This design comes from an exercise in tuning for small area on the open sky130 flow, not from production work.
The RTL was checked by simulation tests, not by an equivalence proof against the original design.
No activity file was given, so power comes from the tool's default toggle rates.

### flow/design.v
module CHAR_ROM(
    input wire [5:0] char_number,
    input wire [4:0] char_line,
    input wire [4:0] column,
    output wire pixel
);
wire [15:0] a = {char_number, char_line, column};
wire y;
wire n0, n1, n2, n3, n4, n5, n6, n7, n8, n9, n10, n11, n12, n13, n14, n15, n16, n17, n18, n19, n20, n21, n22, n23, n24, n25, n26, n27, n28, n29, n30, n31, n32, n33, n34, n35, n36, n37, n38, n39, n40, n41, n42, n43, n44, n45, n46, n47, n48, n49, n50, n51, n52, n53, n54, n55, n56, n57, n58, n59, n60, n61, n62, n63, n64, n65, n66, n67, n68, n69, n70, n71, n72, n73, n74, n75, n76, n77, n78, n79, n80, n81, n82, n83, n84, n85, n86, n87, n88, n89, n90, n91, n92, n93, n94, n95, n96, n97, n98, n99, n100, n101, n102, n103, n104, n105, n106, n107, n108, n109, n110, n111, n112, n113, n114, n115, n116, n117, n118, n119, n120, n121, n122, n123, n124, n125, n126, n127, n128, n129, n130, n131, n132, n133, n134, n135, n136, n137, n138, n139, n140, n141, n142, n143, n144, n145, n146, n147, n148, n149, n150, n151, n152, n153, n154, n155, n156, n157, n158, n159, n160, n161, n162, n163, n164, n165, n166, n167, n168, n169, n170, n171, n172, n173, n174, n175, n176, n177, n178, n179, n180, n181, n182, n183, n184, n185, n186, n187, n188, n189, n190, n191, n192, n193, n194, n195, n196, n197, n198, n199, n200, n201, n202, n203, n204, n205, n206, n207, n208, n209, n210, n211, n212, n213, n214, n215, n216, n217, n218, n219, n220, n221, n222, n223, n224, n225, n226, n227, n228, n229, n230, n231, n232, n233, n234, n235, n236, n237, n238, n239, n240, n241, n242, n243, n244, n245, n246, n247, n248, n249, n250, n251, n252, n253, n254, n255, n256, n257, n258, n259, n260, n261, n262, n263, n264, n265, n266, n267, n268, n269, n270, n271, n272, n273, n274, n275, n276, n277, n278, n279, n280, n281, n282, n283, n284, n285, n286, n287, n288, n289, n290, n291, n292, n293, n294, n295, n296, n297, n298, n299, n300, n301, n302, n303, n304, n305, n306, n307, n308, n309, n310, n311, n312, n313, n314, n315, n316, n317, n318, n319, n320, n321, n322, n323, n324, n325, n326, n327, n328, n329, n330, n331, n332, n333, n334, n335, n336, n337, n338, n339, n340, n341, n342, n343, n344, n345, n346, n347, n348, n349, n350, n351, n352, n353, n354, n355, n356, n357, n358, n359, n360, n361, n362, n363, n364, n365, n366, n367, n368, n369, n370, n371, n372, n373, n374, n375, n376, n377, n378, n379, n380, n381, n382, n383, n384, n385, n386, n387, n388, n389, n390, n391, n392, n393, n394, n395, n396, n397, n398, n399, n400, n401, n402, n403, n404, n405, n406, n407, n408, n409, n410, n411, n412, n413, n414, n415, n416, n417, n418, n419, n420, n421, n422, n423, n424, n425, n426, n427, n428, n429, n430, n431, n432, n433, n434, n435, n436, n437, n438, n439, n440, n441, n442, n443, n444, n445, n446, n447, n448, n449, n450, n451, n452, n453, n454, n455, n456, n457, n458, n459, n460, n461, n462, n463, n464, n465, n466, n467, n468, n469, n470, n471, n472, n473, n474, n475, n476, n477, n478, n479, n480, n481, n482, n483, n484, n485, n486, n487, n488, n489, n490, n491, n492, n493, n494, n495, n496, n497, n498, n499, n500, n501, n502, n503, n504, n505, n506, n507, n508, n509, n510, n511, n512, n513, n514, n515, n516, n517, n518, n519, n520, n521, n522, n523, n524, n525, n526, n527, n528, n529, n530, n531, n532, n533, n534, n535, n536, n537, n538, n539, n540, n541, n542, n543, n544, n545, n546, n547, n548, n549, n550, n551, n552, n553, n554, n555, n556, n557, n558, n559, n560, n561, n562, n563, n564, n565, n566, n567, n568, n569, n570, n571, n572, n573, n574, n575, n576, n577, n578, n579, n580, n581, n582, n583, n584, n585, n586, n587, n588, n589, n590, n591, n592, n593, n594, n595, n596, n597, n598, n599, n600, n601, n602, n603, n604, n605, n606, n607, n608, n609, n610, n611, n612, n613, n614, n615, n616, n617, n618, n619, n620, n621, n622, n623, n624, n625, n626, n627, n628, n629, n630, n631, n632, n633, n634, n635, n636, n637, n638, n639, n640, n641, n642, n643, n644, n645, n646, n647, n648, n649, n650, n651, n652, n653, n654, n655, n656, n657, n658, n659, n660, n661, n662, n663, n664, n665, n666, n667, n668, n669, n670, n671, n672, n673, n674, n675, n676, n677, n678, n679, n680, n681, n682, n683, n684, n685, n686, n687, n688, n689, n690, n691, n692, n693, n694, n695, n696, n697, n698, n699, n700, n701, n702, n703, n704, n705, n706, n707, n708, n709, n710, n711, n712, n713, n714, n715, n716, n717, n718, n719, n720, n721, n722, n723, n724, n725, n726, n727, n728, n729, n730, n731, n732, n733, n734, n735, n736, n737, n738, n739, n740, n741, n742, n743, n744, n745, n746, n747, n748, n749, n750, n751, n752, n753, n754, n755, n756, n757, n758, n759, n760, n761, n762, n763, n764, n765, n766, n767, n768, n769, n770, n771, n772, n773, n774, n775, n776, n777, n778, n779, n780, n781, n782, n783, n784, n785, n786, n787, n788, n789, n790, n791, n792, n793, n794, n795, n796, n797, n798, n799, n800, n801, n802, n803, n804, n805, n806, n807, n808, n809, n810, n811, n812, n813, n814, n815, n816, n817, n818, n819, n820, n821, n822, n823, n824, n825, n826, n827, n828, n829, n830, n831, n832, n833, n834, n835, n836, n837, n838, n839, n840, n841, n842, n843, n844, n845, n846, n847, n848, n849, n850, n851, n852, n853, n854, n855, n856, n857, n858, n859, n860, n861, n862, n863, n864, n865, n866, n867, n868, n869, n870, n871, n872, n873, n874, n875, n876, n877, n878, n879, n880, n881, n882, n883, n884, n885, n886, n887, n888, n889, n890, n891, n892, n893, n894, n895, n896, n897, n898, n899, n900, n901, n902, n903, n904, n905, n906, n907, n908, n909, n910, n911, n912, n913, n914, n915, n916, n917, n918, n919, n920, n921, n922, n923, n924, n925, n926, n927, n928, n929, n930, n931, n932, n933, n934, n935, n936, n937, n938, n939, n940, n941, n942, n943, n944, n945, n946, n947, n948, n949, n950, n951, n952;
assign n0 = (a[10]&a[11]);
assign n1 = (a[6]&a[7]);
assign n2 = (~a[6]&~a[7]);
assign n3 = (~n1&~n2);
assign n4 = (~a[8]&~a[9]);
assign n5 = (a[8]&a[9]);
assign n6 = (~n4&~n5);
assign n7 = (a[7]&~a[9]);
assign n8 = (~a[7]&a[9]);
assign n9 = (~n7&~n8);
assign n10 = (~a[3]&a[4]);
assign n11 = (~a[2]&n10);
assign n12 = (~n9&n11);
assign n13 = (~n6&n12);
assign n14 = (a[1]&a[2]);
assign n15 = (~a[1]&~a[2]);
assign n16 = (~n14&~n15);
assign n17 = (a[3]&~a[4]);
assign n18 = (a[2]&n17);
assign n19 = (~n11&~n18);
assign n20 = (~n16&~n19);
assign n21 = (~a[7]&~a[8]);
assign n22 = (a[7]&a[8]);
assign n23 = (~n21&~n22);
assign n24 = (n20&n23);
assign n25 = (~n3&n24);
assign n26 = (~n13&~n25);
assign n27 = (n3&n6);
assign n28 = (a[6]&a[8]);
assign n29 = (~n21&~n28);
assign n30 = (~n3&n29);
assign n31 = (~n27&~n30);
assign n32 = (~n10&~n17);
assign n33 = (~n9&~n32);
assign n34 = (n31&n33);
assign n35 = (~n6&n9);
assign n36 = (n17&~n35);
assign n37 = (~n24&n36);
assign n38 = (~n14&n37);
assign n39 = (~a[3]&n14);
assign n40 = (a[3]&n15);
assign n41 = (~n39&~n40);
assign n42 = (~a[8]&~n1);
assign n43 = (~n22&~n42);
assign n44 = (a[1]&n27);
assign n45 = (n23&~n44);
assign n46 = (a[3]&n44);
assign n47 = (~n45&~n46);
assign n48 = (~n43&n47);
assign n49 = (~n41&~n48);
assign n50 = (~n18&~n31);
assign n51 = (a[2]&~a[3]);
assign n52 = (~n40&~n51);
assign n53 = (a[4]&~n52);
assign n54 = (n23&n53);
assign n55 = (~a[1]&n54);
assign n56 = (n31&~n55);
assign n57 = (~n50&~n56);
assign n58 = (~n42&n57);
assign n59 = (n6&n15);
assign n60 = (n36&~n59);
assign n61 = (~a[8]&~n2);
assign n62 = (~n5&~n61);
assign n63 = (~a[2]&n62);
assign n64 = (n6&n23);
assign n65 = (a[4]&n14);
assign n66 = (~a[4]&n15);
assign n67 = (~n65&~n66);
assign n68 = (n64&n67);
assign n69 = (~n1&~n19);
assign n70 = (~n68&n69);
assign n71 = (~n37&~n70);
assign n72 = (~n63&~n71);
assign n73 = (n60&n72);
assign n74 = (~n58&n73);
assign n75 = (~n49&~n74);
assign n76 = (~a[6]&~a[9]);
assign n77 = (~n28&~n76);
assign n78 = (~n6&n77);
assign n79 = (~n6&~n78);
assign n80 = (~a[4]&n79);
assign n81 = (~n75&n80);
assign n82 = (~n38&~n81);
assign n83 = (~n34&n82);
assign n84 = (n3&n51);
assign n85 = (~n49&~n84);
assign n86 = (n15&n30);
assign n87 = (n9&~n86);
assign n88 = (~n85&~n87);
assign n89 = (n83&~n88);
assign n90 = (~n32&n41);
assign n91 = (n3&~n90);
assign n92 = (a[4]&~n35);
assign n93 = (~n91&n92);
assign n94 = (~n23&~n52);
assign n95 = (n93&n94);
assign n96 = (n6&n11);
assign n97 = (~a[2]&a[3]);
assign n98 = (~n39&~n97);
assign n99 = (~a[4]&~n98);
assign n100 = (n35&n99);
assign n101 = (~n96&~n100);
assign n102 = (~n95&n101);
assign n103 = (a[8]&n1);
assign n104 = (~a[8]&n2);
assign n105 = (~n103&~n104);
assign n106 = (n15&~n105);
assign n107 = (n9&~n15);
assign n108 = (~n3&n107);
assign n109 = (~n106&~n108);
assign n110 = (~n102&n109);
assign n111 = (n10&~n14);
assign n112 = (a[8]&~a[9]);
assign n113 = (~n8&~n112);
assign n114 = (a[8]&~n1);
assign n115 = (~n113&~n114);
assign n116 = (~a[6]&a[7]);
assign n117 = (n4&n116);
assign n118 = (~n115&~n117);
assign n119 = (n111&~n118);
assign n120 = (~n31&~n41);
assign n121 = (~n119&~n120);
assign n122 = (~n20&n121);
assign n123 = (~a[8]&a[9]);
assign n124 = (n122&~n123);
assign n125 = (~n75&~n124);
assign n126 = (~a[1]&n3);
assign n127 = (n9&~n126);
assign n128 = (a[2]&n127);
assign n129 = (~n9&n15);
assign n130 = (n6&~n129);
assign n131 = (~n128&n130);
assign n132 = (n60&~n131);
assign n133 = (~n125&n132);
assign n134 = (~n110&~n133);
assign n135 = (~n89&~n134);
assign n136 = (n83&~n93);
assign n137 = (~a[3]&~n136);
assign n138 = (~n135&n137);
assign n139 = (n26&n138);
assign n140 = (n3&~n139);
assign n141 = (~n61&n139);
assign n142 = (n11&~n141);
assign n143 = (~n140&n142);
assign n144 = (~n41&~n79);
assign n145 = (n32&~n144);
assign n146 = (~n35&~n145);
assign n147 = (a[10]&n146);
assign n148 = (~n143&n147);
assign n149 = (~n0&~n148);
assign n150 = (n10&~n15);
assign n151 = (~n99&~n150);
assign n152 = (~n47&~n151);
assign n153 = (~n139&~n152);
assign n154 = (~n35&~n98);
assign n155 = (n22&n96);
assign n156 = (a[4]&~n15);
assign n157 = (a[6]&n5);
assign n158 = (~n156&~n157);
assign n159 = (n146&~n158);
assign n160 = (~a[8]&n11);
assign n161 = (~n159&~n160);
assign n162 = (~a[8]&n159);
assign n163 = (~n161&~n162);
assign n164 = (a[6]&n9);
assign n165 = (~a[1]&~a[6]);
assign n166 = (~n164&~n165);
assign n167 = (~n113&~n166);
assign n168 = (n163&n167);
assign n169 = (~n155&~n168);
assign n170 = (~n122&~n169);
assign n171 = (~n154&~n170);
assign n172 = (a[3]&~n9);
assign n173 = (n30&~n41);
assign n174 = (n27&n53);
assign n175 = (~n55&~n174);
assign n176 = (~n173&n175);
assign n177 = (~n172&~n176);
assign n178 = (~n171&~n177);
assign n179 = (~a[7]&n171);
assign n180 = (~a[9]&~n179);
assign n181 = (~n178&n180);
assign n182 = (~n153&n181);
assign n183 = (a[3]&~n30);
assign n184 = (~a[2]&~n183);
assign n185 = (~n83&n184);
assign n186 = (~n182&~n185);
assign n187 = (~a[1]&n28);
assign n188 = (~n75&~n187);
assign n189 = (n23&n34);
assign n190 = (n169&~n189);
assign n191 = (~n188&n190);
assign n192 = (a[11]&~n8);
assign n193 = (n14&~n192);
assign n194 = (~n191&n193);
assign n195 = (~n16&~n164);
assign n196 = (a[9]&~n22);
assign n197 = (n10&n196);
assign n198 = (n195&n197);
assign n199 = (~n90&~n99);
assign n200 = (~n22&~n31);
assign n201 = (~n199&n200);
assign n202 = (~n198&~n201);
assign n203 = (a[2]&~n202);
assign n204 = (n60&~n203);
assign n205 = (a[1]&~n79);
assign n206 = (n159&~n205);
assign n207 = (n121&~n206);
assign n208 = (~n204&n207);
assign n209 = (n163&~n208);
assign n210 = (~n19&n60);
assign n211 = (~a[11]&~n210);
assign n212 = (~n7&~n42);
assign n213 = (n54&n212);
assign n214 = (a[6]&a[9]);
assign n215 = (~a[1]&n214);
assign n216 = (a[7]&~a[8]);
assign n217 = (~a[6]&n216);
assign n218 = (~n215&~n217);
assign n219 = (n60&~n218);
assign n220 = (~n213&~n219);
assign n221 = (~n211&n220);
assign n222 = (~n209&n221);
assign n223 = (~n194&n222);
assign n224 = (n186&n223);
assign n225 = (~n149&~n224);
assign n226 = (~n18&~n20);
assign n227 = (a[4]&~a[9]);
assign n228 = (a[8]&~n227);
assign n229 = (n3&n228);
assign n230 = (n226&~n229);
assign n231 = (n32&~n39);
assign n232 = (~a[10]&a[11]);
assign n233 = (~n35&n232);
assign n234 = (~n231&n233);
assign n235 = (n4&n16);
assign n236 = (n234&~n235);
assign n237 = (~n230&n236);
assign n238 = (~a[14]&~n237);
assign n239 = (~n225&n238);
assign n240 = (~n208&n227);
assign n241 = (n232&~n240);
assign n242 = (n83&n241);
assign n243 = (~n1&n123);
assign n244 = (n156&n243);
assign n245 = (~n208&n244);
assign n246 = (~a[10]&~a[11]);
assign n247 = (a[1]&n30);
assign n248 = (n6&~n247);
assign n249 = (~a[4]&n248);
assign n250 = (~a[9]&~n32);
assign n251 = (a[1]&~a[8]);
assign n252 = (~n42&~n251);
assign n253 = (~a[1]&n103);
assign n254 = (n252&~n253);
assign n255 = (n250&n254);
assign n256 = (n249&n255);
assign n257 = (n246&~n256);
assign n258 = (~n245&n257);
assign n259 = (n171&n258);
assign n260 = (~a[2]&a[4]);
assign n261 = (~n16&~n199);
assign n262 = (~n260&~n261);
assign n263 = (n30&n262);
assign n264 = (a[4]&a[9]);
assign n265 = (n105&n264);
assign n266 = (~n30&~n265);
assign n267 = (a[11]&~n266);
assign n268 = (~n263&~n267);
assign n269 = (~a[8]&~n32);
assign n270 = (~a[2]&n22);
assign n271 = (~n269&~n270);
assign n272 = (~n129&~n271);
assign n273 = (~n53&~n272);
assign n274 = (~n37&n273);
assign n275 = (~n268&~n274);
assign n276 = (a[6]&a[11]);
assign n277 = (n98&~n276);
assign n278 = (n33&n277);
assign n279 = (~n248&n278);
assign n280 = (~n98&n248);
assign n281 = (a[10]&~n280);
assign n282 = (~n279&n281);
assign n283 = (~n275&n282);
assign n284 = (a[9]&~n21);
assign n285 = (a[4]&n284);
assign n286 = (n232&n285);
assign n287 = (a[14]&~n286);
assign n288 = (~n283&n287);
assign n289 = (~n259&n288);
assign n290 = (~n242&n289);
assign n291 = (a[13]&~n290);
assign n292 = (n91&n99);
assign n293 = (~n6&~n292);
assign n294 = (~n83&n293);
assign n295 = (n6&n99);
assign n296 = (a[10]&~a[11]);
assign n297 = (~n295&n296);
assign n298 = (~n294&n297);
assign n299 = (a[4]&~n22);
assign n300 = (~a[3]&n21);
assign n301 = (n299&~n300);
assign n302 = (~n31&~n301);
assign n303 = (~n208&~n302);
assign n304 = (a[2]&n103);
assign n305 = (~n21&~n304);
assign n306 = (n99&n305);
assign n307 = (n146&n306);
assign n308 = (~n303&~n307);
assign n309 = (~a[9]&n2);
assign n310 = (~n41&~n309);
assign n311 = (n32&~n310);
assign n312 = (~n112&~n196);
assign n313 = (n19&~n312);
assign n314 = (~n311&n313);
assign n315 = (n308&~n314);
assign n316 = (n121&n315);
assign n317 = (~n104&n299);
assign n318 = (~n316&n317);
assign n319 = (n298&~n318);
assign n320 = (a[4]&n88);
assign n321 = (n83&~n320);
assign n322 = (~a[11]&~n285);
assign n323 = (~n321&n322);
assign n324 = (~a[10]&~n323);
assign n325 = (~n14&n189);
assign n326 = (~n35&~n226);
assign n327 = (a[11]&~n326);
assign n328 = (~n325&n327);
assign n329 = (~n324&~n328);
assign n330 = (~n319&n329);
assign n331 = (n105&~n226);
assign n332 = (n234&~n331);
assign n333 = (~a[13]&a[14]);
assign n334 = (~n332&n333);
assign n335 = (~n330&n334);
assign n336 = (~n291&~n335);
assign n337 = (~n239&n336);
assign n338 = (~n34&~n53);
assign n339 = (n21&~n338);
assign n340 = (a[9]&~n339);
assign n341 = (~n315&~n340);
assign n342 = (n197&~n248);
assign n343 = (~n303&~n342);
assign n344 = (~n88&~n343);
assign n345 = (n232&~n344);
assign n346 = (~n341&n345);
assign n347 = (~n123&~n304);
assign n348 = (~n134&~n347);
assign n349 = (~n154&~n189);
assign n350 = (a[1]&n103);
assign n351 = (~a[4]&n22);
assign n352 = (~a[9]&~n351);
assign n353 = (~n350&n352);
assign n354 = (~n349&n353);
assign n355 = (n196&n252);
assign n356 = (~n226&n355);
assign n357 = (n246&~n356);
assign n358 = (~n354&n357);
assign n359 = (~n348&n358);
assign n360 = (n208&n296);
assign n361 = (~a[9]&n19);
assign n362 = (~n9&n61);
assign n363 = (~n361&n362);
assign n364 = (n16&n30);
assign n365 = (~n196&n364);
assign n366 = (~n313&~n365);
assign n367 = (~n363&n366);
assign n368 = (~n311&~n367);
assign n369 = (n0&~n368);
assign n370 = (a[13]&~a[14]);
assign n371 = (~n369&n370);
assign n372 = (~n360&n371);
assign n373 = (~n359&n372);
assign n374 = (~n346&n373);
assign n375 = (~a[15]&~n374);
assign n376 = (~n337&n375);
assign n377 = (~n15&n148);
assign n378 = (n186&~n248);
assign n379 = (~n148&n378);
assign n380 = (~n377&~n379);
assign n381 = (~n121&~n380);
assign n382 = (n151&~n157);
assign n383 = (n39&n157);
assign n384 = (~n231&~n383);
assign n385 = (~n382&n384);
assign n386 = (~n6&~n216);
assign n387 = (~n247&n386);
assign n388 = (n385&~n387);
assign n389 = (~n381&n388);
assign n390 = (n357&~n389);
assign n391 = (~n214&~n227);
assign n392 = (~n34&~n391);
assign n393 = (n368&~n392);
assign n394 = (~n208&~n361);
assign n395 = (~n315&n394);
assign n396 = (~n393&~n395);
assign n397 = (a[10]&~n396);
assign n398 = (~n34&~n159);
assign n399 = (n72&~n398);
assign n400 = (a[6]&~a[9]);
assign n401 = (n61&~n400);
assign n402 = (n53&n401);
assign n403 = (~n7&~n43);
assign n404 = (~a[4]&~n403);
assign n405 = (a[9]&n2);
assign n406 = (~n404&~n405);
assign n407 = (n385&~n406);
assign n408 = (~n402&~n407);
assign n409 = (~n399&n408);
assign n410 = (~a[10]&~n409);
assign n411 = (~n397&~n410);
assign n412 = (~n368&~n411);
assign n413 = (a[9]&~n28);
assign n414 = (n15&~n413);
assign n415 = (~n15&n413);
assign n416 = (~a[3]&~n415);
assign n417 = (~n414&n416);
assign n418 = (n146&n417);
assign n419 = (~n412&~n418);
assign n420 = (n14&~n411);
assign n421 = (~n419&~n420);
assign n422 = (a[9]&~n303);
assign n423 = (~n57&n422);
assign n424 = (~a[4]&a[9]);
assign n425 = (~n306&~n424);
assign n426 = (~n423&~n425);
assign n427 = (n0&~n426);
assign n428 = (~n421&n427);
assign n429 = (n18&n131);
assign n430 = (n232&~n429);
assign n431 = (n153&n430);
assign n432 = (~a[13]&~a[14]);
assign n433 = (n59&~n121);
assign n434 = (~n21&n196);
assign n435 = (~n15&~n32);
assign n436 = (~n250&~n435);
assign n437 = (~n269&n436);
assign n438 = (n434&~n437);
assign n439 = (n154&~n434);
assign n440 = (n296&~n439);
assign n441 = (~n438&n440);
assign n442 = (~n433&n441);
assign n443 = (n432&~n442);
assign n444 = (~n431&n443);
assign n445 = (~n428&n444);
assign n446 = (~n390&n445);
assign n447 = (n20&n234);
assign n448 = (~n9&n32);
assign n449 = (~n51&~n97);
assign n450 = (n448&~n449);
assign n451 = (n6&~n32);
assign n452 = (~n450&~n451);
assign n453 = (a[10]&~n20);
assign n454 = (~n34&n453);
assign n455 = (~n452&~n454);
assign n456 = (~n447&~n455);
assign n457 = (~n177&n246);
assign n458 = (~n399&n457);
assign n459 = (n186&n458);
assign n460 = (~n226&n459);
assign n461 = (a[11]&~n364);
assign n462 = (~n91&n461);
assign n463 = (~n460&~n462);
assign n464 = (~n456&~n463);
assign n465 = (n11&~n31);
assign n466 = (~n24&~n465);
assign n467 = (~n95&n466);
assign n468 = (~n81&n467);
assign n469 = (n296&~n468);
assign n470 = (~n464&~n469);
assign n471 = (n333&~n470);
assign n472 = (a[3]&n14);
assign n473 = (n264&~n472);
assign n474 = (n3&~n49);
assign n475 = (~n81&n474);
assign n476 = (~n83&n475);
assign n477 = (n26&~n476);
assign n478 = (~n473&n477);
assign n479 = (~a[7]&~n478);
assign n480 = (~a[5]&a[6]);
assign n481 = (a[5]&~a[6]);
assign n482 = (~n480&~n481);
assign n483 = (~n264&n482);
assign n484 = (~n111&~n483);
assign n485 = (n3&~n484);
assign n486 = (n22&n32);
assign n487 = (~n24&~n486);
assign n488 = (~n485&n487);
assign n489 = (~n479&n488);
assign n490 = (~n14&n481);
assign n491 = (a[3]&~n490);
assign n492 = (~n15&~n491);
assign n493 = (a[5]&n16);
assign n494 = (~n3&~n493);
assign n495 = (n40&~n481);
assign n496 = (~a[0]&~a[1]);
assign n497 = (n17&n496);
assign n498 = (~n495&~n497);
assign n499 = (~n494&n498);
assign n500 = (~n492&n499);
assign n501 = (~a[4]&n28);
assign n502 = (n6&~n501);
assign n503 = (~n12&n502);
assign n504 = (~n500&n503);
assign n505 = (~n95&n504);
assign n506 = (~n489&n505);
assign n507 = (n3&n482);
assign n508 = (a[0]&~n23);
assign n509 = (n507&n508);
assign n510 = (~n15&~n78);
assign n511 = (~n509&n510);
assign n512 = (~n82&~n511);
assign n513 = (n296&~n512);
assign n514 = (~n506&n513);
assign n515 = (n134&n246);
assign n516 = (~n208&n284);
assign n517 = (a[0]&a[1]);
assign n518 = (~n496&~n517);
assign n519 = (~n41&~n518);
assign n520 = (~n30&n519);
assign n521 = (a[6]&~n6);
assign n522 = (a[2]&~n496);
assign n523 = (~a[2]&~n517);
assign n524 = (~n522&~n523);
assign n525 = (~n521&n524);
assign n526 = (~n520&~n525);
assign n527 = (~a[9]&n21);
assign n528 = (n32&n449);
assign n529 = (n212&n528);
assign n530 = (n518&~n529);
assign n531 = (~n527&~n530);
assign n532 = (~n2&~n32);
assign n533 = (~a[9]&n216);
assign n534 = (n32&n309);
assign n535 = (~n533&~n534);
assign n536 = (~n532&n535);
assign n537 = (~a[2]&~n536);
assign n538 = (~n531&~n537);
assign n539 = (n526&~n538);
assign n540 = (a[3]&~n519);
assign n541 = (n91&~n265);
assign n542 = (n540&n541);
assign n543 = (~n266&~n540);
assign n544 = (~a[3]&~n519);
assign n545 = (~n196&n522);
assign n546 = (~n312&~n545);
assign n547 = (n544&n546);
assign n548 = (~n92&~n547);
assign n549 = (~n543&n548);
assign n550 = (~n542&n549);
assign n551 = (~n539&~n550);
assign n552 = (n195&~n518);
assign n553 = (~n199&n552);
assign n554 = (n10&~n522);
assign n555 = (n9&~n523);
assign n556 = (a[6]&~n555);
assign n557 = (n17&~n556);
assign n558 = (~n554&~n557);
assign n559 = (~n553&n558);
assign n560 = (~n62&~n559);
assign n561 = (n232&~n560);
assign n562 = (~n551&n561);
assign n563 = (~n516&n562);
assign n564 = (~n196&n482);
assign n565 = (n21&~n564);
assign n566 = (n544&~n565);
assign n567 = (a[8]&n523);
assign n568 = (n1&~n567);
assign n569 = (~a[0]&n165);
assign n570 = (n3&~n569);
assign n571 = (n567&n570);
assign n572 = (~n568&~n571);
assign n573 = (n264&~n572);
assign n574 = (n566&n573);
assign n575 = (n1&~n526);
assign n576 = (~a[5]&n22);
assign n577 = (n3&~n576);
assign n578 = (a[9]&~n577);
assign n579 = (~n41&n578);
assign n580 = (~n243&n449);
assign n581 = (n4&n507);
assign n582 = (~n518&~n581);
assign n583 = (~n580&~n582);
assign n584 = (~n579&~n583);
assign n585 = (~n575&n584);
assign n586 = (a[4]&~n566);
assign n587 = (~n585&n586);
assign n588 = (~n574&~n587);
assign n589 = (~n44&~n576);
assign n590 = (n76&~n589);
assign n591 = (~n482&n533);
assign n592 = (a[5]&n28);
assign n593 = (~a[7]&n592);
assign n594 = (~n591&~n593);
assign n595 = (~n590&n594);
assign n596 = (~a[2]&~n112);
assign n597 = (~n496&n596);
assign n598 = (n572&n597);
assign n599 = (n595&n598);
assign n600 = (~n588&~n599);
assign n601 = (~n17&~n554);
assign n602 = (a[8]&n522);
assign n603 = (~n601&~n602);
assign n604 = (~n159&~n603);
assign n605 = (n43&n523);
assign n606 = (n42&~n523);
assign n607 = (a[3]&a[9]);
assign n608 = (~n564&n607);
assign n609 = (~n606&n608);
assign n610 = (~n605&n609);
assign n611 = (~n104&~n610);
assign n612 = (~n519&~n611);
assign n613 = (~n604&n612);
assign n614 = (n434&~n592);
assign n615 = (~n42&~n614);
assign n616 = (~a[5]&a[9]);
assign n617 = (~a[6]&n616);
assign n618 = (~n8&~n617);
assign n619 = (a[9]&~n482);
assign n620 = (n618&~n619);
assign n621 = (n615&~n620);
assign n622 = (~n23&n400);
assign n623 = (~n621&~n622);
assign n624 = (n519&~n623);
assign n625 = (~n518&~n614);
assign n626 = (n522&n614);
assign n627 = (n35&~n616);
assign n628 = (~a[3]&~n103);
assign n629 = (~n523&n628);
assign n630 = (~n627&n629);
assign n631 = (~n626&n630);
assign n632 = (~n625&n631);
assign n633 = (~n624&~n632);
assign n634 = (~a[4]&~n633);
assign n635 = (n16&~n19);
assign n636 = (~a[9]&n43);
assign n637 = (n635&n636);
assign n638 = (n595&n637);
assign n639 = (n20&~n595);
assign n640 = (n0&~n639);
assign n641 = (~n638&n640);
assign n642 = (~n634&n641);
assign n643 = (~n613&n642);
assign n644 = (~n600&n643);
assign n645 = (a[13]&a[14]);
assign n646 = (~n644&n645);
assign n647 = (~n563&n646);
assign n648 = (~n515&n647);
assign n649 = (~n514&n648);
assign n650 = (~n134&n249);
assign n651 = (n477&~n650);
assign n652 = (~n23&~n82);
assign n653 = (n82&n189);
assign n654 = (n0&~n653);
assign n655 = (~n652&n654);
assign n656 = (n651&n655);
assign n657 = (~n125&~n636);
assign n658 = (n37&~n657);
assign n659 = (a[9]&n29);
assign n660 = (~n173&~n659);
assign n661 = (n159&~n660);
assign n662 = (n296&~n661);
assign n663 = (n169&n662);
assign n664 = (~n658&n663);
assign n665 = (~n3&~n448);
assign n666 = (~a[4]&a[8]);
assign n667 = (a[4]&~a[8]);
assign n668 = (~n666&~n667);
assign n669 = (~n41&~n668);
assign n670 = (~n189&n669);
assign n671 = (~n665&~n670);
assign n672 = (n146&~n671);
assign n673 = (n635&n671);
assign n674 = (n246&~n673);
assign n675 = (~n672&n674);
assign n676 = (~a[9]&~n14);
assign n677 = (~n607&~n676);
assign n678 = (~n15&~n677);
assign n679 = (~n202&~n678);
assign n680 = (n37&n202);
assign n681 = (n15&~n29);
assign n682 = (~n20&~n681);
assign n683 = (n172&~n682);
assign n684 = (n232&~n683);
assign n685 = (~n680&n684);
assign n686 = (~n679&n685);
assign n687 = (n370&~n686);
assign n688 = (~n675&n687);
assign n689 = (~n664&n688);
assign n690 = (~n656&n689);
assign n691 = (a[15]&~n690);
assign n692 = (~n649&n691);
assign n693 = (~n471&n692);
assign n694 = (~n446&n693);
assign n695 = (~n376&~n694);
assign n696 = (~a[12]&~n695);
assign n697 = (n296&~n308);
assign n698 = (~n37&~n139);
assign n699 = (n5&n698);
assign n700 = (~n83&~n699);
assign n701 = (n53&n118);
assign n702 = (~a[11]&~n701);
assign n703 = (~n245&n702);
assign n704 = (~n700&n703);
assign n705 = (~n34&n262);
assign n706 = (a[9]&~n262);
assign n707 = (~n248&~n706);
assign n708 = (~n705&n707);
assign n709 = (n14&n17);
assign n710 = (~n11&n232);
assign n711 = (~n709&n710);
assign n712 = (~n708&n711);
assign n713 = (~a[9]&~n37);
assign n714 = (~n53&n226);
assign n715 = (~a[7]&n660);
assign n716 = (~n714&n715);
assign n717 = (~n713&n716);
assign n718 = (~a[9]&~n26);
assign n719 = (n296&~n718);
assign n720 = (~n717&n719);
assign n721 = (a[10]&~n385);
assign n722 = (~n35&~n721);
assign n723 = (~n720&n722);
assign n724 = (~n712&n723);
assign n725 = (~n704&n724);
assign n726 = (~n697&~n725);
assign n727 = (n645&~n726);
assign n728 = (~n143&n255);
assign n729 = (n0&n171);
assign n730 = (~n728&n729);
assign n731 = (~n6&n54);
assign n732 = (n296&~n731);
assign n733 = (n698&n732);
assign n734 = (n82&n232);
assign n735 = (n191&~n731);
assign n736 = (n285&~n735);
assign n737 = (n734&~n736);
assign n738 = (~n31&~n52);
assign n739 = (n422&n738);
assign n740 = (n159&n385);
assign n741 = (~n260&~n709);
assign n742 = (n117&~n741);
assign n743 = (n246&~n742);
assign n744 = (~n740&n743);
assign n745 = (~n739&n744);
assign n746 = (n333&~n745);
assign n747 = (~n737&n746);
assign n748 = (~n733&n747);
assign n749 = (~n730&n748);
assign n750 = (~n35&n111);
assign n751 = (n31&n750);
assign n752 = (a[11]&~n751);
assign n753 = (n411&n752);
assign n754 = (~n409&~n477);
assign n755 = (~n21&~n208);
assign n756 = (n295&~n755);
assign n757 = (n720&~n750);
assign n758 = (~n756&n757);
assign n759 = (~n754&n758);
assign n760 = (n432&~n759);
assign n761 = (~n753&n760);
assign n762 = (~n459&n761);
assign n763 = (n30&n53);
assign n764 = (~n174&n246);
assign n765 = (n83&n764);
assign n766 = (~n298&~n765);
assign n767 = (~n763&~n766);
assign n768 = (n0&n321);
assign n769 = (n6&n53);
assign n770 = (n734&~n769);
assign n771 = (n370&~n770);
assign n772 = (~n9&n295);
assign n773 = (n121&n772);
assign n774 = (~n24&~n773);
assign n775 = (~n57&n774);
assign n776 = (n0&~n775);
assign n777 = (~n10&~n189);
assign n778 = (~n15&~n35);
assign n779 = (a[11]&~n778);
assign n780 = (~a[10]&~n779);
assign n781 = (~n777&n780);
assign n782 = (n10&n189);
assign n783 = (~n781&~n782);
assign n784 = (~n776&n783);
assign n785 = (~n86&n246);
assign n786 = (~n131&n785);
assign n787 = (n370&~n786);
assign n788 = (~n784&n787);
assign n789 = (~n6&~n91);
assign n790 = (n788&n789);
assign n791 = (~n771&~n790);
assign n792 = (~n768&~n791);
assign n793 = (~n767&n792);
assign n794 = (~a[15]&~n793);
assign n795 = (~n762&n794);
assign n796 = (~n749&n795);
assign n797 = (~n727&n796);
assign n798 = (~a[11]&n370);
assign n799 = (n60&n798);
assign n800 = (~n380&n799);
assign n801 = (n39&n578);
assign n802 = (n153&~n801);
assign n803 = (n14&~n595);
assign n804 = (~n153&~n803);
assign n805 = (~n802&~n804);
assign n806 = (~a[8]&~n618);
assign n807 = (~n615&~n806);
assign n808 = (~n52&~n807);
assign n809 = (a[1]&a[9]);
assign n810 = (n807&n809);
assign n811 = (n32&~n810);
assign n812 = (~n808&n811);
assign n813 = (~n1&n31);
assign n814 = (~a[5]&n216);
assign n815 = (~n481&~n814);
assign n816 = (a[1]&~n815);
assign n817 = (a[9]&~n816);
assign n818 = (n226&n817);
assign n819 = (~n813&n818);
assign n820 = (~n44&~n816);
assign n821 = (n112&~n820);
assign n822 = (~n21&n32);
assign n823 = (~n581&~n822);
assign n824 = (~n821&n823);
assign n825 = (~n819&n824);
assign n826 = (n803&n825);
assign n827 = (~n14&~n825);
assign n828 = (~n166&~n481);
assign n829 = (n527&~n828);
assign n830 = (n3&n35);
assign n831 = (~n214&~n830);
assign n832 = (~n127&~n831);
assign n833 = (~n829&~n832);
assign n834 = (~n226&~n833);
assign n835 = (~n827&~n834);
assign n836 = (~n826&n835);
assign n837 = (~n812&~n836);
assign n838 = (n246&~n837);
assign n839 = (~n805&n838);
assign n840 = (a[5]&~a[9]);
assign n841 = (~n616&~n840);
assign n842 = (~n303&n841);
assign n843 = (n773&~n842);
assign n844 = (~a[3]&~n22);
assign n845 = (~n523&~n844);
assign n846 = (~a[5]&n496);
assign n847 = (~n480&~n496);
assign n848 = (~n846&~n847);
assign n849 = (n845&n848);
assign n850 = (~n183&~n849);
assign n851 = (~a[4]&~n850);
assign n852 = (a[0]&~n618);
assign n853 = (~n7&~n852);
assign n854 = (n251&~n853);
assign n855 = (a[0]&n480);
assign n856 = (~n619&~n855);
assign n857 = (n21&~n856);
assign n858 = (a[8]&n309);
assign n859 = (n1&n517);
assign n860 = (~a[0]&n251);
assign n861 = (~n859&~n860);
assign n862 = (n840&~n861);
assign n863 = (~n858&~n862);
assign n864 = (~n857&n863);
assign n865 = (~n854&n864);
assign n866 = (~n19&~n865);
assign n867 = (~n851&~n866);
assign n868 = (n35&n851);
assign n869 = (~n867&~n868);
assign n870 = (n82&n869);
assign n871 = (n22&~n507);
assign n872 = (~a[0]&~n871);
assign n873 = (n21&~n482);
assign n874 = (~a[1]&~n28);
assign n875 = (n23&n874);
assign n876 = (~n593&~n875);
assign n877 = (~n873&n876);
assign n878 = (~n872&n877);
assign n879 = (a[1]&~n592);
assign n880 = (~a[0]&~n21);
assign n881 = (~n879&n880);
assign n882 = (n51&n264);
assign n883 = (~n881&n882);
assign n884 = (~n439&n883);
assign n885 = (~n878&n884);
assign n886 = (~n246&~n885);
assign n887 = (~n870&n886);
assign n888 = (~n843&n887);
assign n889 = (n645&~n888);
assign n890 = (~n839&n889);
assign n891 = (~n14&n424);
assign n892 = (~n112&~n891);
assign n893 = (~n71&n892);
assign n894 = (n241&~n893);
assign n895 = (~n486&~n894);
assign n896 = (~n182&~n895);
assign n897 = (~n79&~n246);
assign n898 = (n735&~n897);
assign n899 = (~a[6]&n15);
assign n900 = (~n9&~n899);
assign n901 = (~a[8]&~n900);
assign n902 = (~n156&~n436);
assign n903 = (~n901&n902);
assign n904 = (n296&~n903);
assign n905 = (n19&~n32);
assign n906 = (n0&~n68);
assign n907 = (~n905&n906);
assign n908 = (n432&~n907);
assign n909 = (~n904&n908);
assign n910 = (~n898&n909);
assign n911 = (~n896&n910);
assign n912 = (~n42&n138);
assign n913 = (~a[4]&n912);
assign n914 = (~a[8]&n71);
assign n915 = (n6&n159);
assign n916 = (~n914&n915);
assign n917 = (~a[2]&n43);
assign n918 = (~n875&~n917);
assign n919 = (n175&n918);
assign n920 = (~a[8]&n15);
assign n921 = (~n227&~n424);
assign n922 = (a[3]&~n921);
assign n923 = (~n920&n922);
assign n924 = (~n919&n923);
assign n925 = (n31&~n111);
assign n926 = (~n20&~n31);
assign n927 = (n123&~n926);
assign n928 = (~n925&n927);
assign n929 = (~n924&~n928);
assign n930 = (~n916&n929);
assign n931 = (~n912&~n930);
assign n932 = (n296&~n931);
assign n933 = (~n913&n932);
assign n934 = (n150&n830);
assign n935 = (n232&~n934);
assign n936 = (~n773&n935);
assign n937 = (n651&n936);
assign n938 = (~n105&n146);
assign n939 = (n246&~n938);
assign n940 = (n27&~n528);
assign n941 = (n0&~n940);
assign n942 = (n333&~n941);
assign n943 = (~n939&n942);
assign n944 = (~n937&n943);
assign n945 = (~n933&n944);
assign n946 = (a[15]&~n788);
assign n947 = (~n945&n946);
assign n948 = (~n911&n947);
assign n949 = (~n890&n948);
assign n950 = (~n800&n949);
assign n951 = (~n797&~n950);
assign n952 = (a[12]&~n951);
assign y = (~n696&~n952);
assign pixel = y;
endmodule
module BRAM_GPU(
        input wire vga_clk,
        input wire rst,
        output wire [3:0] r,
        output wire [3:0] g,
        output wire [3:0] b,
        output wire hs,
        output wire vs,
        output wire [11:0] bram_addr_blk,
        input wire [15:0] bram_rdata_blk,
        output wire [12:0] bram_addr_txtr,
        input wire [11:0] bram_rdata_txtr
);
reg [10:0] hc;       
reg [9:0] vc;        
reg first;           
reg [11:0] npix;     
reg [11:0] rgb;
wire h_last = hc[10] & hc[8] & hc[6];                   
wire h_pre  = hc[10] & hc[8] & (&hc[5:0]);              
wire v_last = vc[9] & vc[8] & vc[5] & vc[2] & vc[0];     
wire [10:0] hc_nxt = h_last ? 11'd0 : hc + 11'd1;
wire [9:0]  vc_nxt = h_pre ? (v_last ? 10'd0 : vc + 10'd1) : vc;
always @(posedge vga_clk)
    if (rst) begin
        hc <= 11'd1344;
        vc <= 10'd0;
    end else begin
        hc <= hc_nxt;
        vc <= vc_nxt;
    end
always @(posedge vga_clk)
    first <= rst;
assign bram_addr_blk = {vc_nxt[9:5] + {4'd0, hc_nxt[10]}, hc_nxt[9:5], 2'b00};
assign bram_addr_txtr = {bram_rdata_blk[14:12], vc[4:0], hc[4:0]};
wire h0 = ~|hc;
wire vtop = vc[9] & vc[8] & ~|vc[7:4];                  
assign hs = hc[10] & ~hc[9] & ~hc[8] & (hc[7:0] >= 8'd27) & (hc[7:0] < 8'd163);
wire vs_prev = (~|hc[10:2] & ~(hc[1] & hc[0])) | h_last;   
assign vs = vtop & (vs_prev ? (vc[3:0] >= 4'd4 && vc[3:0] <= 4'd9)
                            : (vc[3:0] >= 4'd3 && vc[3:0] <= 4'd8));
wire v768 = vtop & ~|vc[3:0];
wire vblank = vc[9] & vc[8] & ~(h0 ? v768 : v_last);
wire blank = ((hc[10] | vblank) & ~first) | rst;
wire border = (h0 || (~hc[10] & &hc[9:0]) || ~|vc || vc == 10'd767) & ~first;
wire glyph;
CHAR_ROM character_rom(
    .char_number(bram_rdata_blk[5:0]),
    .char_line(vc[4:0]),
    .column(hc[4:0]),
    .pixel(glyph)
);
wire inv = bram_rdata_blk[15];
wire m_glyph = glyph & ~blank;
wire m_tex = ~glyph & ~border & ~blank;
wire m_border = ~glyph & border & ~blank;
wire tp = m_tex & ~inv;           
wire tn = m_tex & inv;            
wire [2:0] fc = {3{m_glyph}} & bram_rdata_blk[10:8];
wire [2:0] on  = fc | {1'b0, m_border, 1'b0};
wire [2:0] p1 = on | {3{tp}};
wire [2:0] p0 = on | {3{tn}};
genvar i;
generate for (i = 0; i < 12; i = i + 1) begin : px
    always @(posedge vga_clk)
        npix[i] <= ~(bram_rdata_txtr[i] ? p1[i/4] : p0[i/4]);
end endgenerate
always @(posedge vga_clk)
    rgb <= ~(npix | {12{rst}});
assign {r, g, b} = rgb;
endmodule
### flow/flow/run.sh
#!/bin/bash
# The standard layout (standard.sh) with these changes:
#  - synthesis maps the logic with an area-oriented ABC script (flow/abc_area.script:
#    &nf area mapping, no ABC buffering or resizing), leaves adders to ABC instead of
#    extracting half/full adder cells, and inserts no buffers on pass-through wires;
#    registers are mapped exactly as standard.sh does;
#  - the port buffers inserted at global placement are sky130_fd_sc_hd__buf_1.
# Each step's full log stays under orfs/logs; make's own output goes to make_*.log here.
set -euo pipefail
W=$(pwd)
rm -rf "$W/scripts"
cp -r "$FLOW_HOME/scripts" "$W/scripts"
cp "$W/flow/abc_area.script" "$W/scripts/abc_area.script"
bash standard.sh SCRIPTS_DIR="$W/scripts" ADDER_MAP_FILE= SYNTH_INSBUF=0 synth > make_synth.log 2>&1
bash standard.sh BUFFER_PORTS_ARGS="-buffer_cell sky130_fd_sc_hd__buf_1" CTS_ARGS="-sink_clustering_enable -repair_clock_nets -buf_list sky130_fd_sc_hd__clkbuf_8 -sink_clustering_size 24 -dont_use_dummy_load" finish > make_finish.log 2>&1
### flow/flow/abc_area.script
&get -n
&st
&dch -f
&nf -p -R 1000 -F 8 -A 8
&put
topo
stime -c
### flow/standard.sh
#!/bin/bash
# synth_recipe.tcl (not shown) runs the flow's synth.tcl, then flattens the netlist and writes it again
# the make line also repeats each setting of config.mk as NAME=value (left out here)
make -C /OpenROAD-flow-scripts/flow DESIGN_CONFIG=/design/flow/config.mk WORK_HOME=/design/flow/orfs CLKGATE_MAP_FILE= SYNTH_SCRIPT=/design/flow/synth_recipe.tcl "${@:-finish}"
### flow/config.mk
export PLATFORM = sky130hd
export DESIGN_NAME = BRAM_GPU
export DESIGN_NICKNAME = BRAM_GPU
export VERILOG_FILES = /design/flow/design.v
export SDC_FILE = /design/flow/constraint.sdc
export NUM_CORES = 4
export LEC_CHECK = 0
export ABC_AREA = 1
export CAP_MARGIN = 20
export CORE_MARGIN = 2
export CORE_UTILIZATION = 35
export CTS_BUF_LIST = sky130_fd_sc_hd__clkbuf_8
export GPL_TIMING_DRIVEN = 0
export SETUP_SLACK_MARGIN = 0.5
export SLEW_MARGIN = 20
export SYNTH_MEMORY_MAX_BITS = 131072
### flow/constraint.sdc
create_clock -name core_clock -period 10.0 [get_ports {vga_clk}]
set_input_delay 2.0000 -clock core_clock [delete_from_list [all_inputs] [get_ports {vga_clk}]]
set_output_delay 2.0000 -clock core_clock [all_outputs]
set_load 0.01 [all_outputs]
==> run summary, run 1 <==
WORST SETUP PATH
---------------------------------------------------------------------------------
CP max FO ..........................................................           23
Worst-case register-to-register setup slack ........................      0.47 ns
Arrival time at the worst endpoint .................................      9.73 ns
Crit start category ................................................         flop
Critical setup path kind ...........................................      reg2reg
Crit Reg-Reg Endpoint ..............................................      npix[6]
FF-to-FF Start .....................................................        vc[2]
Depth of the most critical reg-to-reg path .........................           25
Critical path endpoint category ....................................         flop
CP Data Required Time ..............................................     10.20 ns

CLOCK NETWORK
---------------------------------------------------------------------------------
Worst-path clk slew ................................................      0.09 ns
Number of sinks on the clock net ...................................           46
Number of H-tree levels ............................................            2
TritonCTS buffer count .............................................            5
Maximum buffer depth of the clock tree .............................            2
CTS tree ...........................................................        built
Root Buffer Master ................................................. sky130_fd_sc_hd__clkbuf_8
Source-to-sink clock delay at the later pin of the worst-skew pair .      0.31 ns

PLACEMENT
---------------------------------------------------------------------------------
HPWL reported at the end of detailed placement .....................      21.4 mm
Port-buffer cells ..................................................           57
Global placer's final weighted congestion ..........................         1.07
Post-placement setup slack .........................................    -0.149 ns

SYNTH
---------------------------------------------------------------------------------
Number of synthesis warnings .......................................            1
Number of synthesized register bits ................................           46
Portion of the post-synthesis area used by sequential elements .....        0.195
Synth cell types ...................................................           50
Cell count after synthesis .........................................          757
Post-Syn Area ......................................................     4730 um2
Ys async rst share .................................................            0
Number of synthesized flops with an enable pin .....................            0
Avg Inst Size Synth ................................................     6.25 um2
Prevailing post-synth register cell ................................ sky130_fd_sc_hd__dfxtp_1

TIMING
---------------------------------------------------------------------------------
Pins over their slew limit .........................................            0
Setup violation total in the final timing report ...................            0
Final Cycle Share ..................................................        0.953
Max frequency ......................................................      105 MHz
Worst max-slew margin expressed relative to the limit ..............        0.193
Post-route setup TNS ...............................................         0 ns
Transition time at the pin with the least slew margin ..............      1.21 ns
Skew final .........................................................    0.0198 ns
Unrepaired setup endpoints after global routing ....................        false
Post-layout minimum cycle time .....................................      9.53 ns
Hold Fails Final Rpt ...............................................            0
Final WS setup .....................................................     0.466 ns

FINISH
---------------------------------------------------------------------------------
Most common cell after layout, fill and taps aside ................. sky130_fd_sc_hd__nor2_1
Fill cell total of the finished layout .............................         1514
Antenna diodes .....................................................            0
Area delta synth->final ............................................        13.4%
Fraction of final layout cells sized beyond drive strength 1 .......       0.0352
Final core utilization .............................................        0.405
Area of the multi-input gates ......................................     3850 um2
Top library cells by usage in the layout, fill and taps aside ...... sky130_fd_sc_hd__nor2_1 (132), sky130_fd_sc_hd__nand2_1 (102), sky130_fd_sc_hd__a21oi_1 (87)
Sequential cell area ...............................................      933 um2
Final layout net count .............................................          855

DIE
---------------------------------------------------------------------------------
Starting density of the core .......................................        0.358
Horizontal die dimension ...........................................       120 um
Die height .........................................................       120 um
Ports ..............................................................           69
Placeable Area .....................................................    13200 um2
FP Rows ............................................................           42
Total die area .....................................................    14500 um2

DRT
---------------------------------------------------------------------------------
DR vias/cell .......................................................         7.19
Vias post-DR .......................................................         7181
Drt wl/cell ........................................................      29.5 um
Routed wire length .................................................      29.4 mm
1st-iter DRT viols .................................................         1421
Number of antenna-violating nets in the routed design ..............            0
Total DRC errors in the routed layout ..............................            0
DR pass1 iterations ................................................            9

POWER AND IR DROP
---------------------------------------------------------------------------------
Worst supply voltage drop on vdd ...................................    0.0746 mV
Leakage power of the design ........................................      1.74 nW
Total power consumption of the routed design .......................   0.000449 W
Pwr dens ...........................................................  83.6 nW/um2

MIN PATH
---------------------------------------------------------------------------------
Instance count along the most critical hold path ...................            1
Class of the worst hold path .......................................      reg2reg
Hold path endpoint .................................................       rgb[8]
Start point of the worst hold path .................................      npix[8]

GRT
---------------------------------------------------------------------------------
Initial antenna violation count ....................................            0
Wire length of the first global-routing pass .......................      42.6 mm
Via count of the first global-routing pass .........................         6470
Aggregate global routing overflow ..................................            0
Pin count of the biggest net entering global routing ...............           35
All-Layer GR Usage .................................................        0.396

RUN
---------------------------------------------------------------------------------
Max-capacitance violation count ....................................            0

OUTCOME
---------------------------------------------------------------------------------
Outcome ............................................................  timing/DRC/antenna clean

how the worst max path moves through the flow:
| stage | endpoint | slack, ns | startpoint |
|---|---|---|---|
| 2_1_floorplan | npix[4] | 3.48 | vc[4] |
| 3_3_place_gp | npix[6] | -2.05 | hc[4] |
| 3_5_place_dp | npix[6] | -0.15 | hc[4] |
| 4_1_cts | npix[8] | 0.52 | vc[3] |
| 5_1_grt | npix[11] | 0.55 | hc[4] |
| 6_report | npix[6] | 0.47 | vc[2] |
synth_stat cells (all sizes together) (6+ instances only):
master	n	area [um2]
a2111oi	8	70.1
a211oi	18	135
a21o	6	45.0
a21oi	88	440
a22oi	6	45.0
a31oi	24	150
and2	9	56.3
and3	8	50.1
clkinv	10	37.5
dfxtp	46	921
mux2i	6	60.1
nand2	103	387
nand2b	10	62.6
nand3	31	155
nand4	12	75.1
nor2	137	514
nor2b	6	37.5
nor3	35	175
nor4	11	68.8
o2111ai	6	52.6
o211ai	9	67.6
o21ai	71	355
o221ai	8	70.1
o22ai	10	62.6
o31ai	7	52.6
or2	11	68.8
xnor2	7	61.3
xor2	10	87.6
power breakdown:
| group | internal [W] | total [W] | switching, W |
|---|---|---|---|
| sequential | 0.000195 | 0.000216 | 0.0000208 |
| combinational | 0.0000360 | 0.000125 | 0.0000887 |
| clock | 0.0000453 | 0.000108 | 0.0000629 |
| total | 0.000277 | 0.000449 | 0.000172 |
routing by layer:
metal	global-route usage	vias up	wire, um
met5	0	-	0
met4	0.199	0	2020
met3	0.150	185	4650
met2	0.542	698	11300
met1	0.538	3262	11500
li1	-	3036	-
cells by family (layout without fill, tap and decap cells):
family,count (synthesis),in the layout,synth area share
adder cells (fa/ha/maj),1,1,0.00211
multiplexers,6,6,0.0127
AO/OA/AOI/OAI,290,290,0.381
buffers and inverters,10,75,0.00793
XOR/XNOR,17,17,0.0314
other,1,2,0.000792
AND/OR/NAND/NOR,386,386,0.369
flip-flops,46,46,0.195
stage by stage:
step | cell area (um2) | hold slack, ns | instances
final | 5370 | 0.378 | 999
after global routing | 5370 | 0.389 | 999
after CTS | 5310 | 0.379 | 997
after detailed placement | 5230 | 0.365 | 992
after global placement | 5170 | 0.363 | 991
after floorplan | 4740 | 0.363 | 758
cell type report:
cell class              count  share of cell area
clock buffers               5              0.0128
inverters                  10             0.00722
multi-input cells         702               0.717
flip-flops and latches     46               0.174
well taps                 176              0.0410
repair buffers             60              0.0478
critical path: stages, from the launching register on:
cell and delay [ns]:
sky130_fd_sc_hd__dfxtp_1 0.97, sky130_fd_sc_hd__nand2_1 0.51, sky130_fd_sc_hd__nand2b_1 0.69, sky130_fd_sc_hd__nand3_1 0.56, sky130_fd_sc_hd__nand2_1 0.70, sky130_fd_sc_hd__o21ai_0 0.43, sky130_fd_sc_hd__nor2_1 0.18, sky130_fd_sc_hd__nor3b_1 0.07
sky130_fd_sc_hd__nor2_1 0.41, sky130_fd_sc_hd__nor3_1 0.22, sky130_fd_sc_hd__a21oi_4 0.41, sky130_fd_sc_hd__and2_0 0.40, sky130_fd_sc_hd__a221oi_2 0.18, sky130_fd_sc_hd__and2_0 0.26, sky130_fd_sc_hd__a31oi_1 0.54, sky130_fd_sc_hd__or3_1 0.22
sky130_fd_sc_hd__o21ai_0 0.16, sky130_fd_sc_hd__nor4_1 0.59, sky130_fd_sc_hd__a32oi_1 0.09, sky130_fd_sc_hd__o22ai_1 0.22, sky130_fd_sc_hd__a221oi_1 0.16, sky130_fd_sc_hd__o31ai_2 0.70, sky130_fd_sc_hd__nor2b_1 0.37, sky130_fd_sc_hd__a21oi_1 0.14
sky130_fd_sc_hd__nand2b_1 0.15, sky130_fd_sc_hd__mux2i_1 0.09
state kept, by name, indices dropped and copies added (netlist names):
| register | flops |
|---|---|
| vc | 10 |
| npix | 12 |
| rgb | 12 |
| hc | 11 |
| first | 1 |
what timing repair did:
item,4_1_cts,5_1_grt
gates resized for setup,4,10
buffers inserted,0,0
hold buffers,0,0
setup endpoints to repair,12,12
==> run 2: changes to the inputs <==
--- a/flow/flow/run.sh
+++ b/flow/flow/run.sh
@@ -12,4 +12,4 @@
 cp -r "$FLOW_HOME/scripts" "$W/scripts"
 cp "$W/flow/abc_area.script" "$W/scripts/abc_area.script"
 bash standard.sh SCRIPTS_DIR="$W/scripts" ADDER_MAP_FILE= SYNTH_INSBUF=0 synth > make_synth.log 2>&1
-bash standard.sh BUFFER_PORTS_ARGS="-buffer_cell sky130_fd_sc_hd__buf_1" CTS_ARGS="-sink_clustering_enable -repair_clock_nets -buf_list sky130_fd_sc_hd__clkbuf_8 -sink_clustering_size 24 -dont_use_dummy_load" finish > make_finish.log 2>&1
+bash standard.sh BUFFER_PORTS_ARGS="-buffer_cell sky130_fd_sc_hd__buf_1" finish > make_finish.log 2>&1
--- a/flow/config.mk
+++ b/flow/config.mk
@@ -8,9 +8,9 @@
 export ABC_AREA = 1
 export CAP_MARGIN = 20
 export CORE_MARGIN = 2
-export CORE_UTILIZATION = 35
+export CORE_UTILIZATION = 40
 export CTS_BUF_LIST = sky130_fd_sc_hd__clkbuf_8
 export GPL_TIMING_DRIVEN = 0
-export SETUP_SLACK_MARGIN = 0.5
+export SETUP_SLACK_MARGIN = 0.8
 export SLEW_MARGIN = 20
 export SYNTH_MEMORY_MAX_BITS = 131072
==> run summary, run 2 <==
SYNTH
---------------------------------------------------------------------------------
Synth cell types ...................................................           50
Fraction of synthesized cell area in xor and xnor cells ............       0.0314
Number of synthesis warnings .......................................            1
Adder-Cell Fraction of Synth Area ..................................      0.00211
Most instantiated library cell after synthesis ..................... sky130_fd_sc_hd__nor2_1
Portion of netlist area occupied by mux cells ......................       0.0127
Prevailing post-synth register cell ................................ sky130_fd_sc_hd__dfxtp_1
Ys async rst share .................................................            0
Number of synthesized flops with an enable pin .....................            0
Ranking of synthesized cells by area ............................... sky130_fd_sc_hd__dfxtp_1 (19%), sky130_fd_sc_hd__nor2_1 (11%), sky130_fd_sc_hd__a21oi_1 (9.3%)
Portion of the post-synthesis area used by sequential elements .....        0.195
Avg Inst Size Synth ................................................     6.25 um2
Area share of the leading cell type in the synthesized netlist .....        0.195
Commonest cells in the netlist ..................................... sky130_fd_sc_hd__nor2_1 (137), sky130_fd_sc_hd__nand2_1 (103), sky130_fd_sc_hd__a21oi_1 (88)
Post-Syn Area ......................................................     4730 um2
Compound-cell area share of the yosys netlist ......................        0.381
Number of synthesized register bits ................................           46
Yosys top cell by area ............................................. sky130_fd_sc_hd__dfxtp_1
Share of synthesized cell area in and, or, nand and nor gates ......        0.369
Cell count after synthesis .........................................          757
Dominant combinational cell family by area after synthesis ......... compound AO/OA/AOI/OAI gates

WORST SETUP PATH
---------------------------------------------------------------------------------
Timing startpoint of the critical path .............................        hc[2]
Worst-case register-to-register setup slack ........................      0.59 ns
Critical path endpoint category ....................................         flop
Most used cell along the critical path ............................. sky130_fd_sc_hd__nand2_1
Highest cell delay on the worst timing path ........................      0.80 ns
CP max FO ..........................................................           21
FF-to-FF Start .....................................................        hc[2]
CP Data Required Time ..............................................     10.18 ns
Critical setup path kind ...........................................      reg2reg
Arrival time at the worst endpoint .................................      9.59 ns
Crit start category ................................................         flop
Slowest stage cell, crit path ...................................... sky130_fd_sc_hd__nor3_2

TIMING
---------------------------------------------------------------------------------
Hold Fails Final Rpt ...............................................            0
Post-layout minimum cycle time .....................................      9.41 ns
Setup violation total in the final timing report ...................            0
Max frequency ......................................................      106 MHz
Unrepaired setup endpoints after global routing ....................        false
Final WS setup .....................................................     0.594 ns
Pins over their slew limit .........................................            0
Final Cycle Share ..................................................        0.941
Transition time at the pin with the least slew margin ..............      1.21 ns
Post-route setup TNS ...............................................         0 ns
Worst max-slew margin expressed relative to the limit ..............        0.195
Skew final .........................................................    0.0159 ns

POWER AND IR DROP
---------------------------------------------------------------------------------
Leakage power of the design ........................................      1.75 nW
Worst supply voltage drop on vdd ...................................     0.106 mV
Pwr dens ...........................................................  86.4 nW/um2

DRT
---------------------------------------------------------------------------------
DR vias/cell .......................................................         7.86
Routed wire length .................................................      29.5 mm
1st-iter DRT viols .................................................         2035
Number of antenna-violating nets in the routed design ..............            0
Vias post-DR .......................................................         7617
DR pass1 iterations ................................................           21
Drt wl/cell ........................................................      30.4 um
Total DRC errors in the routed layout ..............................            0

CLOCK NETWORK
---------------------------------------------------------------------------------
TritonCTS buffer count .............................................            5
Worst-path clk slew ................................................      0.10 ns
Number of H-tree levels ............................................            2
Hold Buf Count CTS .................................................            0
Maximum buffer depth of the clock tree .............................            2
Post-CTS setup buffer count ........................................            0
Source-to-sink clock delay at the later pin of the worst-skew pair .      0.30 ns
CTS tree ...........................................................        built
Root Buffer Master ................................................. sky130_fd_sc_hd__clkbuf_8
Number of sinks on the clock net ...................................           46

FINISH
---------------------------------------------------------------------------------
Final core utilization .............................................        0.466
Fill cell total of the finished layout .............................         1173
Fraction of final layout cells sized beyond drive strength 1 .......       0.0412
Final layout net count .............................................          854
Non-filler cells in the finished layout ............................          969
Finished layout cell area ..........................................     5340 um2
Area delta synth->final ............................................        12.8%
Biggest registers after layout ..................................... npix (12), rgb (12), hc (11)
Top library cells by usage in the layout, fill and taps aside ...... sky130_fd_sc_hd__nor2_1 (131), sky130_fd_sc_hd__nand2_1 (102), sky130_fd_sc_hd__a21oi_1 (86)
Most common cell after layout, fill and taps aside ................. sky130_fd_sc_hd__nor2_1

PLACEMENT
---------------------------------------------------------------------------------
Placed instance count ..............................................          959
HPWL reported at the end of detailed placement .....................      20.3 mm
Placed Instance Area ...............................................     5180 um2
Post-placement setup slack .........................................   -0.0727 ns
Global placer's final weighted congestion ..........................         1.20
Port-buffer cells ..................................................           57

DIE
---------------------------------------------------------------------------------
FP Rows ............................................................           39
Die height .........................................................       113 um
Ports ..............................................................           69
Horizontal die dimension ...........................................       113 um
Placeable Area .....................................................    11500 um2
Total die area .....................................................    12700 um2
Starting density of the core .......................................        0.413

GRT
---------------------------------------------------------------------------------
Initial antenna violation count ....................................            1
All-Layer GR Usage .................................................        0.451
Via count of the first global-routing pass .........................         6937
Aggregate global routing overflow ..................................            0
Wire length of the first global-routing pass .......................      43.4 mm
Pin count of the biggest net entering global routing ...............           35

MIN PATH
---------------------------------------------------------------------------------
Class of the worst hold path .......................................      reg2reg
Start point of the worst hold path .................................      npix[4]

RUN
---------------------------------------------------------------------------------
Max-capacitance violation count ....................................            0

OUTCOME
---------------------------------------------------------------------------------
Outcome ............................................................  timing/DRC/antenna clean

-- run 2: routing by layer --
layer  part of all wire  up-vias  track usage
met5             0.0014        -            0
met4               0.10        2        0.276
met3               0.18      310        0.247
met2               0.39      893        0.641
met1               0.33     3378        0.527
li1                   -     3034            -
-- run 2: final timing paths --
path,to,depth (start not counted)
max,npix[4],28
min,rgb[4],1
max reg2reg,npix[4],28
min reg2reg,rgb[4],1
-- run 2: cells by family after synthesis --
group                      count (synthesis)
AOI/OAI and AO/OA                        290
xor gates and xnor gates                  17
adders and majority gates                  1
buffers and inverters                     10
DFF                                       46
muxes                                      6
other                                      1
and+or+nand+nor                          386
-- run 2: critical path: cells and delay by family, from the launching register on --
kind,cells,cell delay (ns)
AOI/OAI and AO/OA,11,2.59
buffers and inverters,1,0.47
DFF,1,0.70
muxes,1,0.11
and+or+nand+nor,15,5.39
-- run 2: per-stage QoR --
step                hold slack [ns]  power, W
detailed placement            0.367  0.000331
CTS                           0.385  0.000449
floorplan                     0.363  0.000283
global route                  0.389  0.000475
global placement              0.370  0.000331
finish                        0.384  0.000461
-- run 2: layout make-up --
| cell class | count | area, um2 | share of cell area |
|---|---|---|---|
| Clock buffer | 5 | 68.8 | 0.0129 |
| Tap cell | 143 | 179 | 0.0335 |
| Clock inverter | 3 | 27.5 | 0.00515 |
| Inverter | 10 | 42.5 | 0.00797 |
| Multi-Input combinational cell | 702 | 3840 | 0.720 |
| Antenna cell | 1 | 2.50 | 0.000469 |
| Sequential cell | 46 | 935 | 0.175 |
| Timing Repair Buffer | 59 | 241 | 0.0452 |
-- run 2: power by group --
part / internal [W] / leakage, nW / total (W) / switching, W
Sequential: 0.000195 / 0.380 / 0.000217 / 0.0000220
Clock: 0.0000519 / 0.0467 / 0.000123 / 0.0000710
Combinational: 0.0000361 / 1.32 / 0.000121 / 0.0000852
-- run 2: repair_timing --
| item | 4_1_cts | 5_1_grt |
|---|---|---|
| gates resized for setup | 7 | 13 |
| endpoints found under the setup margin | 12 | 12 |
| hold endpoints to repair | 0 | 0 |

afterwards: timing with drivers on the ports:
In the flow no input, the clock included, has a driving cell. The finished layouts below were timed again as built, in two steps.
Step 1, drivers: a clkbuf_16 drives vga_clk and a buf_2 each remaining input, both assumed.
Step 2, shift: input delay + t, output delay - t, t = (earliest + latest rising clock arrival at the registers) / 2. This alone moves slack from input paths to output paths.
a / b / c = ideal / step 1 / step 2; a / b = the first two.
| run | shift t [ns] | setup WS [ns] | worst setup path at the end | clock arrival spread, ns | pins driven straight from the clock port |
|---|---|---|---|---|---|
| run 1 | 0.328 | 0.466 / 0.466 / 0.466 | register to register | 0.020 / 0.020 | 1 |
| run 2 | 0.329 | 0.594 / 0.594 / 0.594 | register to register | 0.015 / 0.016 | 1 |
After both steps every run listed still meets setup and hold.
